This is an optimization exercise on Yosys and OpenROAD, whose aim is small area, not a production implementation. Only simulation tests tie the RTL to the original design; equivalence was not proved. Power and IR drop assume default switching activity.

## P
==> flow/design.v (excerpt) <==
module uart
  (
   input wire         sys_clk,  
   input wire         sys_rstn,  
   output logic       cpu_int,  
   input wire         reg_awvalid,
   output logic       reg_awready,
   input wire [2:0]   reg_awaddr,
   input wire         reg_wvalid,
   output logic       reg_wready,
   input wire [7:0]   reg_wdata,
   input wire         reg_bready,
   output logic       reg_bvalid,
   output logic [1:0] reg_bresp,
   input wire         reg_arvalid,
   output logic       reg_arready,
   input wire [2:0]   reg_araddr,
   input wire         reg_rready,
   output logic       reg_rvalid,
   output logic [7:0] reg_rdata,
   output logic [1:0] reg_rresp,
   input              uart_ctsn,  
   input              uart_rx,  
   output             uart_rtsn,  
   output             uart_tx    
   );
  typedef enum bit [1:0]
               {
                TX_IDLE       = 2'h0,
                TX_START      = 2'h1,
                TX_WAIT       = 2'h2,
                TX_TX         = 2'h3} tx_t;
  typedef enum bit [1:0]
               {
                RX_IDLE       = 2'h0,
                RX_START      = 2'h1,
                RX_SHIFT      = 2'h2,
                RX_PUSH       = 2'h3} rx_t;
  (* mark_debug = "true" *)rx_t                 rx_sm;
  tx_t                 tx_sm;
  logic [17:0]         tx_clken_count; 
  (* mark_debug = "true" *)logic [17:0]         rx_clken_count; 
  logic                tx_baudclk_en;  
  (* mark_debug = "true" *)logic                rx_baudclk_en;  
  logic [2:0]          tx_clk_cnt;     
  logic [3:0]          tx_data_cnt;    
  (* mark_debug = "true" *)logic [2:0]          rx_clk_cnt;     
  (* mark_debug = "true" *)logic [4:0]          rx_data_cnt;    
  (* mark_debug = "true" *)logic [6:0]          rx_data_shift;  
  wire                 tx_data_avail;  
  logic                tx_fifo_pop;    
  logic [10:0]         tx_shift;       
  ...
For scale: roughly 1400 cells after synthesis, roughly 0.018 mm2 of cells after synthesis.
Settings: LEC_CHECK=0, CAP_MARGIN=0, CORE_MARGIN=2, CORE_UTILIZATION=55, SLEW_MARGIN=0; clock period 10.0 ns.
standard.sh (not shown) runs the stock make flow with config.mk's settings and CLKGATE_MAP_FILE= SYNTH_SCRIPT=/design/flow/synth_recipe.tcl, a recipe that flattens the netlist after the stock synthesis.
==> flow/flow/run.sh <==
#!/bin/bash
# Own layout flow: the standard flow, with these changes.
#  1. After the standard synthesis, the combinational logic is mapped again for
#     area by flow/resynth.tcl (the flip-flops are kept: same instances, names
#     and cells), with four ABC scripts that differ only in the random seed;
#     the smallest result replaces 1_2_yosys.v and the flow goes on.
#  2. The clock tree is built from fewer, larger clusters, without dummy loads.
#  3. The port buffers are the smallest buffer cell.
set -euo pipefail
WORK=$(pwd)
R=$WORK/orfs/results/$FLOW_PLATFORM/uart/base
YOSYS=$(command -v yosys || echo "$FLOW_HOME/../tools/install/yosys/bin/yosys")
LIB=$FLOW_HOME/platforms/$FLOW_PLATFORM/lib/sky130_fd_sc_hd__tt_025C_1v80.lib

export CTS_ARGS="-sink_clustering_enable -repair_clock_nets -dont_use_dummy_load -buf_list sky130_fd_sc_hd__clkbuf_16 -sink_clustering_size 32 -sink_clustering_max_diameter 80"
export BUFFER_PORTS_ARGS="-buffer_cell sky130_fd_sc_hd__buf_1"

bash standard.sh synth > standard_synth.log 2>&1

cp "$R/1_2_yosys.v" "$WORK/1_2_yosys_standard.v"
for S in 0 1 2 3; do
  RS_LIB=$LIB RS_IN=$WORK/1_2_yosys_standard.v RS_TOP=$FLOW_TOP \
    RS_STAT_BEFORE=$WORK/resynth_stat_before.txt RS_STAT_AFTER=$WORK/resynth_stat_after$S.txt \
    RS_SCRIPT=$WORK/flow/area$S.script RS_OUT=$WORK/1_2_yosys_resynth$S.v \
    "$YOSYS" -c "$WORK/flow/resynth.tcl" > resynth$S.log 2>&1 &
done
wait
BEST=""; BESTA=""
for S in 0 1 2 3; do
  A=$(awk '/Chip area for module/ {print $NF}' "$WORK/resynth_stat_after$S.txt" | tail -n 1)
  echo "seed script $S: area $A" >> resynth_choice.log
  if [[ -n "$A" && -s "$WORK/1_2_yosys_resynth$S.v" ]]; then
    if [[ -z "$BESTA" ]] || awk "BEGIN{exit !($A < $BESTA)}"; then BEST=$S; BESTA=$A; fi
  fi
done
echo "chosen: $BEST ($BESTA)" >> resynth_choice.log
cp "$WORK/1_2_yosys_resynth$BEST.v" "$R/1_2_yosys.v"
touch "$R/1_2_yosys.v"

bash standard.sh finish > standard_finish.log 2>&1
==> flow/flow/area0.script <==
strash
dc2
&get -n
&deepsyn -T 60 -S 1
&put
dc2
dch -f
amap
strash
dch -f
amap
==> flow/flow/area1.script <==
strash
dc2
&get -n
&deepsyn -T 60 -S 18
&put
dc2
dch -f
amap
strash
dch -f
amap
==> flow/flow/area2.script <==
strash
dc2
&get -n
&deepsyn -T 60 -S 35
&put
dc2
dch -f
amap
strash
dch -f
amap
==> flow/flow/area3.script <==
strash
dc2
&get -n
&deepsyn -T 60 -S 52
&put
dc2
dch -f
amap
strash
dch -f
amap
==> flow/flow/resynth.tcl <==
# Re-map the combinational logic of the standard synthesis netlist for area.
# The flip-flops are kept as they are (same instances, names and cells).
yosys -import
set lib $::env(RS_LIB)
read_liberty -ignore_miss_func $lib
blackbox sky130_fd_sc_hd__*df* sky130_fd_sc_hd__*dl* sky130_fd_sc_hd__conb*
read_verilog $::env(RS_IN)
hierarchy -top $::env(RS_TOP)
tee -o $::env(RS_STAT_BEFORE) stat -liberty $lib
flatten
opt_clean
abc -script $::env(RS_SCRIPT) -liberty $lib -dont_use sky130_fd_sc_hd__lpflow_* -dont_use sky130_fd_sc_hd__probe*
opt_clean -purge
hilomap -singleton -hicell sky130_fd_sc_hd__conb_1 HI -locell sky130_fd_sc_hd__conb_1 LO
splitnets
opt_clean -purge
tee -o $::env(RS_STAT_AFTER) stat -liberty $lib
write_verilog -noattr -noexpr -nohex -nodec $::env(RS_OUT)
P has completed all stages; timing, DRC and antenna checks passed.
[inputs] Q vs P
==> flow/flow/run.sh <==
#!/bin/bash
# Own layout flow: the standard flow, with two changes.
#  1. After the standard synthesis, the combinational logic is mapped again for
#     area by flow/resynth.tcl (the flip-flops are kept: same instances, names
#     and cells). The new netlist replaces 1_2_yosys.v and the flow goes on.
#  2. The clock tree is built from fewer, larger clusters, without dummy loads.
set -euo pipefail
WORK=$(pwd)
R=$WORK/orfs/results/$FLOW_PLATFORM/uart/base
YOSYS=$(command -v yosys || echo "$FLOW_HOME/../tools/install/yosys/bin/yosys")
LIB=$FLOW_HOME/platforms/$FLOW_PLATFORM/lib/sky130_fd_sc_hd__tt_025C_1v80.lib

export CTS_ARGS="-sink_clustering_enable -repair_clock_nets -dont_use_dummy_load -buf_list sky130_fd_sc_hd__clkbuf_16 -sink_clustering_size 32 -sink_clustering_max_diameter 80"

bash standard.sh synth > standard_synth.log 2>&1

cp "$R/1_2_yosys.v" "$WORK/1_2_yosys_standard.v"
RS_LIB=$LIB RS_IN=$WORK/1_2_yosys_standard.v RS_TOP=$FLOW_TOP \
  RS_STAT_BEFORE=$WORK/resynth_stat_before.txt RS_STAT_AFTER=$WORK/resynth_stat_after.txt \
  RS_SCRIPT=$WORK/flow/area.script RS_OUT=$WORK/1_2_yosys_resynth.v \
  "$YOSYS" -c "$WORK/flow/resynth.tcl" > resynth.log 2>&1
cp "$WORK/1_2_yosys_resynth.v" "$R/1_2_yosys.v"
touch "$R/1_2_yosys.v"

bash standard.sh finish > standard_finish.log 2>&1
==> flow/flow/area.script (new file) <==
strash
dc2
&get -n
&deepsyn -T 60
&put
dc2
dch -f
amap
strash
dch -f
amap
-- flow/config.mk --
<<< P, line 7
export LEC_CHECK = 0
export CAP_MARGIN = 0
export CORE_MARGIN = 2
export CORE_UTILIZATION = 55
export SLEW_MARGIN = 0
>>> Q, line 7
export LEC_CHECK = 0
export CAP_MARGIN = 20
export CORE_MARGIN = 2
export CORE_UTILIZATION = 40
export SLEW_MARGIN = 20
removed: flow/flow/area0.script
removed: flow/flow/area1.script
removed: flow/flow/area2.script
removed: flow/flow/area3.script
Notes after the runs:
- Q was carried through to the last stage, and its layout satisfied the timing, DRC and antenna checks.
- Q vs. P: share of total power in combinational logic went up by 1.1 points.
- Between P and Q, average wire per standard cell decreased.
- Compared with P, in Q proportion of final cell area spent on non-clock buffers climbed 1.5 points, number of tapcells up 36%, final area up 3.6%.

## re-timing with driven ports
Ports are ideal in the flow. The routed layouts listed here were re-timed in OpenROAD.
Step 1, drivers: a clkbuf_16 drives sys_clk and a buf_2 each remaining input, both assumed.
Step 2 adds t to the input delays and takes it off the output delays; t is the mean of the earliest and latest rising clock arrival at the registers after step 1. Input paths then give back, and output paths get back, about the clock's delay inside the block.
Three values: ideal, step 1, step 2; two values: the first two.
run	t (ns)	setup slack, ns	worst hold slack (ns)
P	0.592	5.168 / 5.199 / 4.608	0.356 / 0.356 / 0.356
Q	0.612	5.262 / 5.293 / 4.681	0.353 / 0.353 / 0.353
After both steps setup and hold are still met in every run listed. For Q, which loses most, drivers alone change the setup slack by +0.031 ns; drivers and shift together by -0.581 ns.
